Background: an optimization exercise with open tools, aiming at small area and a short achievable clock period. Do not read the settings as production practice. At most, simulation tests tie the RTL to the original design; equivalence was not proved. Power and IR drop assume default switching activity.

==> flow/design.v (excerpt) <==
module VKSA_256_top (in_clk, in_A, in_B, in_CI, out_S, out_CO);
  input in_clk;
  input [255:0] in_A, in_B;
  input in_CI;
  output reg [255:0] out_S;
  output reg out_CO;
  wire [255:0] w_bs;
  wire [64:0] w_bg;
  reg [255:0] r_bs;
  reg [64:0] r_bg;
  wire [255:0] w_S;
  wire w_CO;
  VKSA_blocks U0 (.in_A(in_A), .in_B(in_B), .in_CI(in_CI), .out_BS(w_bs), .out_BG(w_bg));
  always @(posedge in_clk) begin
    r_bs <= w_bs;
    r_bg <= w_bg;
    out_S <= w_S;
    out_CO <= w_CO;
  end
  VKSA_256 U1 (.in_BS(r_bs), .in_BG(r_bg), .out_S(w_S), .out_CO(w_CO));
endmodule
export LEC_CHECK = 0
export CAP_MARGIN = 20
export CORE_AREA = 17 17 227 227
export CTS_CLUSTER_DIAMETER = 150
export CTS_CLUSTER_SIZE = 30
export DIE_AREA = 0 0 244 244
export SETUP_SLACK_MARGIN = 3.25
export SLEW_MARGIN = 20
export SYNTH_HIERARCHICAL = 1
export TNS_END_PERCENT = 5
create_clock -name core_clock -period 5.5 [get_ports {in_clk}]
standard.sh (not shown) runs the stock make flow with config.mk's settings and CLKGATE_MAP_FILE= SYNTH_SCRIPT=/design/flow/synth_recipe.tcl, a recipe that flattens the netlist after the stock synthesis.
==> flow/flow/run.sh <==
#!/bin/bash
# Standard synthesis and layout, but with plain buffers on the ports
# (buffer_ports would otherwise pick clkdlybuf4s50_1, a slow delay cell).
set -euo pipefail
bash standard.sh synth > synth.log 2>&1
bash standard.sh "BUFFER_PORTS_ARGS=-buffer_cell ${PORT_BUF:-sky130_fd_sc_hd__buf_1}" finish > layout.log 2>&1
Change:
==> flow/flow/run.sh (replaced) <==
#!/bin/bash
# Standard synthesis and layout, with plain buffers on the ports (buffer_ports
# would otherwise pick clkdlybuf4s50_1, a slow delay cell): minimum-size
# buffers on the inputs, and larger ones on the outputs, which drive the
# output load.
set -euo pipefail
bash standard.sh synth > synth.log 2>&1
bash standard.sh "BUFFER_PORTS_ARGS=-buffer_cell sky130_fd_sc_hd__buf_1" \
  "POST_GLOBAL_PLACE_TCL=$PWD/flow/outbuf.tcl" \
  "OUT_BUF_CELL=${OUT_BUF_CELL:-sky130_fd_sc_hd__buf_2}" finish > layout.log 2>&1
==> flow/flow/outbuf.tcl (new file) <==
# Upsize the output-port buffers that buffer_ports inserted (all outputs get
# the cell named in OUT_BUF_CELL); the input-port buffers stay minimum size.
set block [ord::get_db_block]
set n 0
foreach bterm [$block getBTerms] {
  if {[$bterm getIoType] ne "OUTPUT"} { continue }
  set net [$bterm getNet]
  foreach iterm [$net getITerms] {
    if {[$iterm isOutputSignal]} {
      set inst [$iterm getInst]
      if {[string match "*buf*" [[$inst getMaster] getName]]} {
        replace_cell $inst $::env(OUT_BUF_CELL)
        incr n
      }
    }
  }
}
puts "outbuf.tcl: resized $n output buffers to $::env(OUT_BUF_CELL)"
--- a/flow/config.mk
+++ b/flow/config.mk
@@ -10,2 +10,2 @@
-export CTS_CLUSTER_DIAMETER = 150
-export CTS_CLUSTER_SIZE = 30
+export CTS_CLUSTER_DIAMETER = 120
+export CTS_CLUSTER_SIZE = 24
Now the flow ended with an error in global placement (3_3_place_gp) (STA-0124).
Synthesized cell count does not change.
Synthesized area stays the same.
Change:
==> flow/flow/run.sh (replaced) <==
#!/bin/bash
# Standard synthesis and layout, but with plain buffers on the ports
# (buffer_ports would otherwise pick clkdlybuf4s50_1, a slow delay cell).
set -euo pipefail
bash standard.sh synth > synth.log 2>&1
bash standard.sh "BUFFER_PORTS_ARGS=-buffer_cell ${PORT_BUF:-sky130_fd_sc_hd__buf_1}" finish > layout.log 2>&1
--- a/flow/config.mk
+++ b/flow/config.mk
@@ -9,4 +9,2 @@
-export CORE_AREA = 17 17 227 227
-export CTS_CLUSTER_DIAMETER = 120
-export CTS_CLUSTER_SIZE = 24
-export DIE_AREA = 0 0 244 244
+export CORE_MARGIN = 2
+export CORE_UTILIZATION = 40
removed: flow/flow/outbuf.tcl
Result:
- The new run produced a clean layout
- area after synthesis stays the same
- synthesized cell count does not change
Change:
--- a/flow/config.mk
+++ b/flow/config.mk
@@ -9,2 +9,2 @@
-export CORE_MARGIN = 2
-export CORE_UTILIZATION = 40
+export CORE_AREA = 17 17 227 227
+export DIE_AREA = 0 0 244 244
Outcome: The new run went through all stages and came out clean; sequential cell count is unchanged; sequential share of layout area increases by 1.2 points; critical path depth stays the same.

========
VKSA_256_top, a different RTL version from the one above (not shown whole).
Size: ~1900 cells after synthesis, ~580 flip-flops, ~770 I/O pins, about 22000 sq um of cells after synthesis.
==> flow/design.v (excerpt) <==
module VKSA_256_top (in_clk, in_A, in_B, in_CI, out_S, out_CO);
Settings: LEC_CHECK=0, CAP_MARGIN=20, CORE_AREA=17 17 227 227, CTS_CLUSTER_DIAMETER=120, CTS_CLUSTER_SIZE=24, DIE_AREA=0 0 244 244, PLACE_DENSITY=0.5, SETUP_SLACK_MARGIN=3.25, SLEW_MARGIN=20, SYNTH_HIERARCHICAL=1, TNS_END_PERCENT=5; clock period 5.5 ns.
==> flow/flow/run.sh <==
#!/bin/bash
# Standard synthesis and layout, with plain minimum-size buffers on the ports
# (buffer_ports would otherwise pick clkdlybuf4s50_1, a slow delay cell), and
# with every gate reset to its smallest drive strength after global placement
# (flow/downsize.tcl), so that timing repair upsizes only what it needs.
set -euo pipefail
bash standard.sh synth > synth.log 2>&1
bash standard.sh "BUFFER_PORTS_ARGS=-buffer_cell sky130_fd_sc_hd__buf_1" \
  "POST_GLOBAL_PLACE_TCL=$PWD/flow/downsize.tcl" finish > layout.log 2>&1
==> flow/flow/downsize.tcl <==
# Start timing repair from minimum-size gates: every combinational cell that
# synthesis mapped to a larger drive strength is swapped for the smallest cell
# of the same function (same name but for the drive-strength suffix). The
# resizer then upsizes only the gates that timing needs.
set n 0
set saved 0.0
foreach inst [get_cells *] {
  set lc [get_lib_cells -of_objects $inst]
  if {$lc eq "" || $lc eq "NULL"} { continue }
  set name [get_name $lc]
  if {![regexp {^(sky130_fd_sc_hd__[a-z0-9]+)_([0-9]+)$} $name -> base drive]} { continue }
  if {[string match "*df*" $base] || [string match "*clk*" $base] || [string match "*tap*" $base]} { continue }
  set best $name
  set best_area [get_property $lc area]
  foreach cand [get_lib_cells ${base}_*] {
    set cname [get_name $cand]
    if {![regexp "^${base}_\[0-9\]+\$" $cname]} { continue }
    if {[get_property $cand dont_use]} { continue }
    set a [get_property $cand area]
    if {$a < $best_area} { set best $cname; set best_area $a }
  }
  if {$best ne $name} {
    set saved [expr {$saved + [get_property $lc area] - $best_area}]
    replace_cell $inst [get_lib_cells $best]
    incr n
  }
}
puts "downsize.tcl: downsized $n cells, [format %.1f $saved] um2"
The first run ran to the end with no violations.
Edit:
Settings changed: PLACE_DENSITY 0.5 to default.
Cell count is about the same; power came out higher by about 1.1%; design area is higher by 1.2%; first-iteration DRC count increases by 8.5%; synthesized cell count does not change.
Edit:
Settings changed: CORE_AREA 17 17 227 227 to 20 20 230 230, DIE_AREA 0 0 244 244 to 0 0 250 250, PLACE_DENSITY from default to 0.5, SETUP_SLACK_MARGIN 3.25 to 3.2.
What happened: Combinational power is about the same; final cell count decreases by 0.48%; setup slack degrades by 0.013 ns; count of clock-buffer cells in the layout is unchanged; sequential share of layout area increases by 0.49 points; wire length barely changes; global-route usage came out lower by 1.3 points.
Edit:
Settings changed: CORE_AREA 20 20 230 230 to 17 17 227 227, CTS_CLUSTER_DIAMETER 120 to 100, CTS_CLUSTER_SIZE 24 to 20, DIE_AREA 0 0 250 250 to 0 0 244 244.
Effect: Count of clock-buffer cells in the layout rose by 9. Worst hold slack is about the same. Total power rose by 2.5%. Utilization barely changes. Final cell count rose by 0.33%.

========
Another version of the RTL of VKSA_256_top (not shown whole).
Size in the first run: about 2100 cells after synthesis, roughly 600 flip-flops, ~24000 µm² of cells after synthesis.
==> flow/config.mk <==
export PLATFORM = sky130hd
export DESIGN_NAME = VKSA_256_top
export DESIGN_NICKNAME = VKSA_256_top
export VERILOG_FILES = /design/flow/design.v
export SDC_FILE = /design/flow/constraint.sdc
export NUM_CORES = 4
export LEC_CHECK = 0
export CAP_MARGIN = 20
export CORE_MARGIN = 2
export CORE_UTILIZATION = 40
export SLEW_MARGIN = 20
==> flow/constraint.sdc <==
create_clock -name core_clock -period 5.5 [get_ports {in_clk}]
set_input_delay 1.1000 -clock core_clock [delete_from_list [all_inputs] [get_ports {in_clk}]]
set_output_delay 1.1000 -clock core_clock [all_outputs]
set_load 0.01 [all_outputs]
==> flow/flow/run.sh <==
#!/bin/bash
# Standard synthesis and layout, but with plain buffers on the ports
# (buffer_ports would otherwise pick clkdlybuf4s50_1, a slow delay cell).
set -euo pipefail
bash standard.sh synth > synth.log 2>&1
bash standard.sh "BUFFER_PORTS_ARGS=-buffer_cell ${PORT_BUF:-sky130_fd_sc_hd__buf_1}" finish > layout.log 2>&1
Next try:
--- a/flow/config.mk
+++ b/flow/config.mk
@@ -6,6 +6,8 @@
 export NUM_CORES = 4
 export LEC_CHECK = 0
+export ABC_CLOCK_PERIOD_IN_PS = 1500
 export CAP_MARGIN = 20
 export CORE_MARGIN = 2
 export CORE_UTILIZATION = 40
+export SETUP_SLACK_MARGIN = 3.3
 export SLEW_MARGIN = 20
Worst hold slack loses 0.0033 ns.
Total power rises by 10%.
Die area does not change.
Sequential share of layout area went down by 5.1 points.
Setup slack improves by 0.61 ns.
Clock power is higher by 6.4%.
Via count goes up by 3.9%.
Clock skew drops by 0.020 ns.
Flip-flop and latch count stays the same.
Core utilization came out higher by 8.8 points.
Non-clock buffer count is higher by 156.
No functional check of the RTL was part of any run of this note.

========
Another version of the RTL of VKSA_256_top (not shown whole).
For scale: ~1,800 cells after synthesis, roughly 770 I/O pins.
// VKSA_256_top
module VKSA_256_top (in_clk, in_A, in_B, in_CI, out_S, out_CO);
clock: 5.5 ns
lec_check: 0
cap_margin: 20
core_area: 17 17 227 227
cts_cluster_diameter: 120
cts_cluster_size: 24
die_area: 0 0 244 244
place_density: 0.5
setup_slack_margin: 3.2
slew_margin: 20
synth_hierarchical: 1
tns_end_percent: 5
==> flow/flow/run.sh <==
#!/bin/bash
# Standard synthesis and layout, with plain minimum-size buffers on the ports
# (buffer_ports would otherwise pick clkdlybuf4s50_1, a slow delay cell), and
# with every gate reset to its smallest drive strength after global placement
# (flow/downsize.tcl), so that timing repair upsizes only what it needs.
set -euo pipefail
bash standard.sh synth > synth.log 2>&1
bash standard.sh "BUFFER_PORTS_ARGS=-buffer_cell sky130_fd_sc_hd__buf_1" \
  "POST_GLOBAL_PLACE_TCL=$PWD/flow/downsize.tcl" finish > layout.log 2>&1
Scripts as last shown in full above: flow/flow/downsize.tcl
Then changed:
--- a/flow/config.mk
+++ b/flow/config.mk
@@ -13,3 +13,3 @@
 export PLACE_DENSITY = 0.5
-export SETUP_SLACK_MARGIN = 3.2
+export SETUP_SLACK_MARGIN = 3.25
 export SLEW_MARGIN = 20
Outcome: Critical path depth does not change. Count of clock-buffer cells in the layout is unchanged. Wire length hardly moves. Final area barely changes. Via count came out higher by 0.33%. Global-route usage stays flat. Combinational power is about the same. Non-clock buffer count is unchanged. Clock power is about the same. Fmax increases by 0.44%. Total power hardly moves.
Function was not checked in any run of this note: the RTL went through the layout flow alone.

========
Another version of the RTL of VKSA_256_top (not shown whole).
For scale: about 580 flip-flops, roughly 770 I/O pins.
## VKSA_256_top
module VKSA_256_top (in_clk, in_A, in_B, in_CI, out_S, out_CO);
  input in_clk;
  input [255:0] in_A, in_B;
  input in_CI;
  output reg [255:0] out_S;
  output reg out_CO;
  wire [255:0] w_bs;
  wire [63:0] w_bg;
  reg [255:0] r_bs;
  reg [63:0] r_bg;
  wire [255:0] w_S;
  wire w_CO;
  VKSA_blocks U0 (.in_A(in_A), .in_B(in_B), .in_CI(in_CI), .out_BS(w_bs), .out_BG(w_bg));
  always @(posedge in_clk) begin
    r_bs <= w_bs;
    r_bg <= w_bg;
    out_S <= w_S;
    out_CO <= w_CO;
  end
  VKSA_256 U1 (.in_BS(r_bs), .in_BG(r_bg), .out_S(w_S), .out_CO(w_CO));
endmodule
==> flow/config.mk <==
export PLATFORM = sky130hd
export DESIGN_NAME = VKSA_256_top
export DESIGN_NICKNAME = VKSA_256_top
export VERILOG_FILES = /design/flow/design.v
export SDC_FILE = /design/flow/constraint.sdc
export NUM_CORES = 4
export LEC_CHECK = 0
export CAP_MARGIN = 20
export CORE_MARGIN = 2
export CORE_UTILIZATION = 40
export SETUP_SLACK_MARGIN = 3.2
export SLEW_MARGIN = 20
export SYNTH_HIERARCHICAL = 1
==> flow/constraint.sdc <==
create_clock -name core_clock -period 5.5 [get_ports {in_clk}]
set_input_delay 1.1000 -clock core_clock [delete_from_list [all_inputs] [get_ports {in_clk}]]
set_output_delay 1.1000 -clock core_clock [all_outputs]
set_load 0.01 [all_outputs]
==> flow/flow/run.sh <==
#!/bin/bash
# Standard synthesis and layout, but with plain buffers on the ports
# (buffer_ports would otherwise pick clkdlybuf4s50_1, a slow delay cell).
set -euo pipefail
bash standard.sh synth > synth.log 2>&1
bash standard.sh "BUFFER_PORTS_ARGS=-buffer_cell ${PORT_BUF:-sky130_fd_sc_hd__buf_1}" finish > layout.log 2>&1
==> next run, changes <==
Settings changed: SETUP_SLACK_MARGIN 3.2 to not set.
=> The changed run completed without violations. Die area is unchanged. Worst setup slack got worse by 1.4 ns. Sequential power stays flat. Core utilization is lower by 5.9 points. First-iteration DRC count is higher by 40%. Non-clock buffer count is lower by 59. Clock power is lower by about 3%. Final area is lower by 10%.
No functional check of the RTL was part of any run of this note.

========
== main ==
Another version of the RTL of VKSA_256_top (not shown whole).
For scale: about 580 flip-flops, about 24000 sq um of cells after synthesis.
Settings: LEC_CHECK=0, CAP_MARGIN=20, CORE_MARGIN=2, CORE_UTILIZATION=40, SLEW_MARGIN=20, SYNTH_HIERARCHICAL=1; clock period 5.5 ns.
Scripts as last shown in full above: flow/flow/run.sh
> inputs changed (main -> the feature branch)
# main
export LEC_CHECK = 0
export CAP_MARGIN = 20
export CORE_MARGIN = 2
export CORE_UTILIZATION = 40
export SLEW_MARGIN = 20
export SYNTH_HIERARCHICAL = 1
create_clock -name core_clock -period 5.5 [get_ports {in_clk}]
# the feature branch
export LEC_CHECK = 0
export CAP_MARGIN = 20
export CORE_MARGIN = 2
export CORE_UTILIZATION = 40
export SETUP_SLACK_MARGIN = 3.2
export SLEW_MARGIN = 20
export SYNTH_HIERARCHICAL = 1
create_clock -name core_clock -period 5.5 [get_ports {in_clk}]
### Flow results
- Re net switching fraction of the power: the feature branch is 0.16 points down on main.
- out_S[229] as the worst setup path endpoint was reported by the feature branch, and out_S[239] by main.
- NOTE average vias per placed instance main->the feature branch increased slightly
- Of the feature branch and main, the run reporting the higher critical path arrival was main.
- Critical path's slowest cell: dfxtp_1 -> the feature branch, o21ai_1 -> main
- Between the feature branch and main, it is the feature branch whose number of stages on the worst setup path is higher, by 1.
Function was not checked in any run of this note: the RTL went through the layout flow alone.

========
Another version of the RTL of VKSA_256_top (not shown whole).
Size in the first run: about 2000 cells after synthesis, ~580 flip-flops, ~770 I/O pins, roughly 23000 µm² of cells after synthesis.
clock: 5.5 ns
lec_check: 0
cap_margin: 20
core_margin: 2
core_utilization: 40
setup_slack_margin: 3.1
slew_margin: 20
synth_hierarchical: 1
tns_end_percent: 5
Scripts as last shown in full above: flow/flow/run.sh
Rerun with:
Settings changed: SETUP_SLACK_MARGIN 3.1 to 3.2, TNS_END_PERCENT 5 to unset.
What happened:
- hold slack is about the same
- global-route usage went up by 0.31 points
- power goes up by 3.2%
- setup slack gains 0.097 ns
- wire length climbs by about 2%
- synthesized cell count is unchanged
Rerun with:
Settings changed: SETUP_SLACK_MARGIN 3.2 to 3.25, TNS_END_PERCENT set to 5.
Result: The new run completed with no timing, DRC or antenna violations. Clock skew stays flat. Count of clock-buffer cells in the layout rises by 3. Critical path depth drops by 1. Area after synthesis stays the same. Routed wire length went down slightly.
Rerun with:
Settings changed: SETUP_SLACK_MARGIN 3.25 to 2.9, TNS_END_PERCENT 5 to unset.
After rerunning: Final cell count fell by 1.3%. Hold slack hardly moves. Maximum frequency came out lower by 8.4%.
Rerun with:
Settings changed: CTS_BUF_LIST set to sky130_fd_sc_hd__clkbuf_8, SETUP_SLACK_MARGIN 2.9 to 3.3.
- setup slack is better by 0.23 ns
- wire length came out higher by 5.0%
- synthesized cell count is unchanged
- core utilization came out higher by 9.4 points
- first-iteration DRC count came out higher by 3.6%
- global-route usage came out higher by 1.1 points
- via count came out higher by 4.8%
- fmax came out higher by 10%
- cell area came out higher by 18%
- hold slack is better by 0.0038 ns

## separate check: timing with driven ports
In the flow no input, the clock included, has a driving cell. The finished layouts below were timed again as built, in two steps.
Step 1 (the two cells are an assumption about what drives the block):
set clk [get_ports {in_clk}]
set_driving_cell -lib_cell sky130_fd_sc_hd__clkbuf_16 $clk
set_driving_cell -lib_cell sky130_fd_sc_hd__buf_2 [delete_from_list [all_inputs] $clk]
Step 2 adds t to the input delays and takes it off the output delays; t is the mean of the earliest and latest rising clock arrival at the registers after step 1. Input paths then give back, and output paths get back, about the clock's delay inside the block.
a / b / c = ideal / step 1 / step 2; a / b = the first two.
| run | t, ns | setup slack, ns | slew at the worst register clock pin (ns) |
|---|---|---|---|
| the first run of note 1 | 0.621 | 3.154 / 3.117 / 2.847 | 0.12 / 0.12 |
| the third run of note 1 | 0.651 | 3.123 / 3.123 / 2.812 | 0.07 / 0.07 |
| the fourth run of note 1 | 0.643 | 3.132 / 3.110 / 2.846 | 0.07 / 0.07 |
| the first run of note 2 | 0.627 | 3.191 / 3.131 / 2.624 | 0.09 / 0.09 |
| the second run of note 2 | 0.634 | 3.189 / 3.128 / 2.600 | 0.10 / 0.10 |
| the third run of note 2 | 0.639 | 3.176 / 3.116 / 2.620 | 0.10 / 0.10 |
| the fourth run of note 2 | 0.597 | 3.170 / 3.139 / 2.608 | 0.08 / 0.08 |
| the first run of note 3 | 0.658 | 1.984 / 1.984 / 1.984 | 0.07 / 0.07 |
| the second run of note 3 | 0.651 | 2.594 / 2.594 / 2.594 | 0.06 / 0.06 |
| the first run of note 4 | 0.637 | 3.033 / 3.029 / 2.607 | 0.10 / 0.10 |
| the second run of note 4 | 0.635 | 3.043 / 3.034 / 2.609 | 0.10 / 0.10 |
| the first run of note 5 | 0.668 | 3.221 / 3.174 / 2.619 | 0.06 / 0.06 |
| the second run of note 5 | 0.661 | 1.811 / 1.811 / 1.811 | 0.07 / 0.07 |
| main | 0.663 | 2.163 / 2.163 / 2.163 | 0.07 / 0.07 |
| the feature branch | 0.673 | 3.201 / 3.178 / 2.578 | 0.07 / 0.07 |
| the first run of note 7 | 0.661 | 3.087 / 3.087 / 2.821 | 0.06 / 0.06 |
| the second run of note 7 | 0.659 | 3.184 / 3.182 / 2.905 | 0.06 / 0.06 |
| the third run of note 7 | 0.662 | 3.196 / 3.155 / 2.853 | 0.06 / 0.06 |
| the fourth run of note 7 | 0.655 | 2.985 / 2.985 / 2.772 | 0.07 / 0.07 |
| the fifth run of note 7 | 0.733 | 3.213 / 3.169 / 2.874 | 0.07 / 0.07 |
After both steps setup and hold are still met in every run listed. For the feature branch, which loses most, drivers alone change the setup slack by -0.023 ns; drivers and shift together by -0.623 ns.
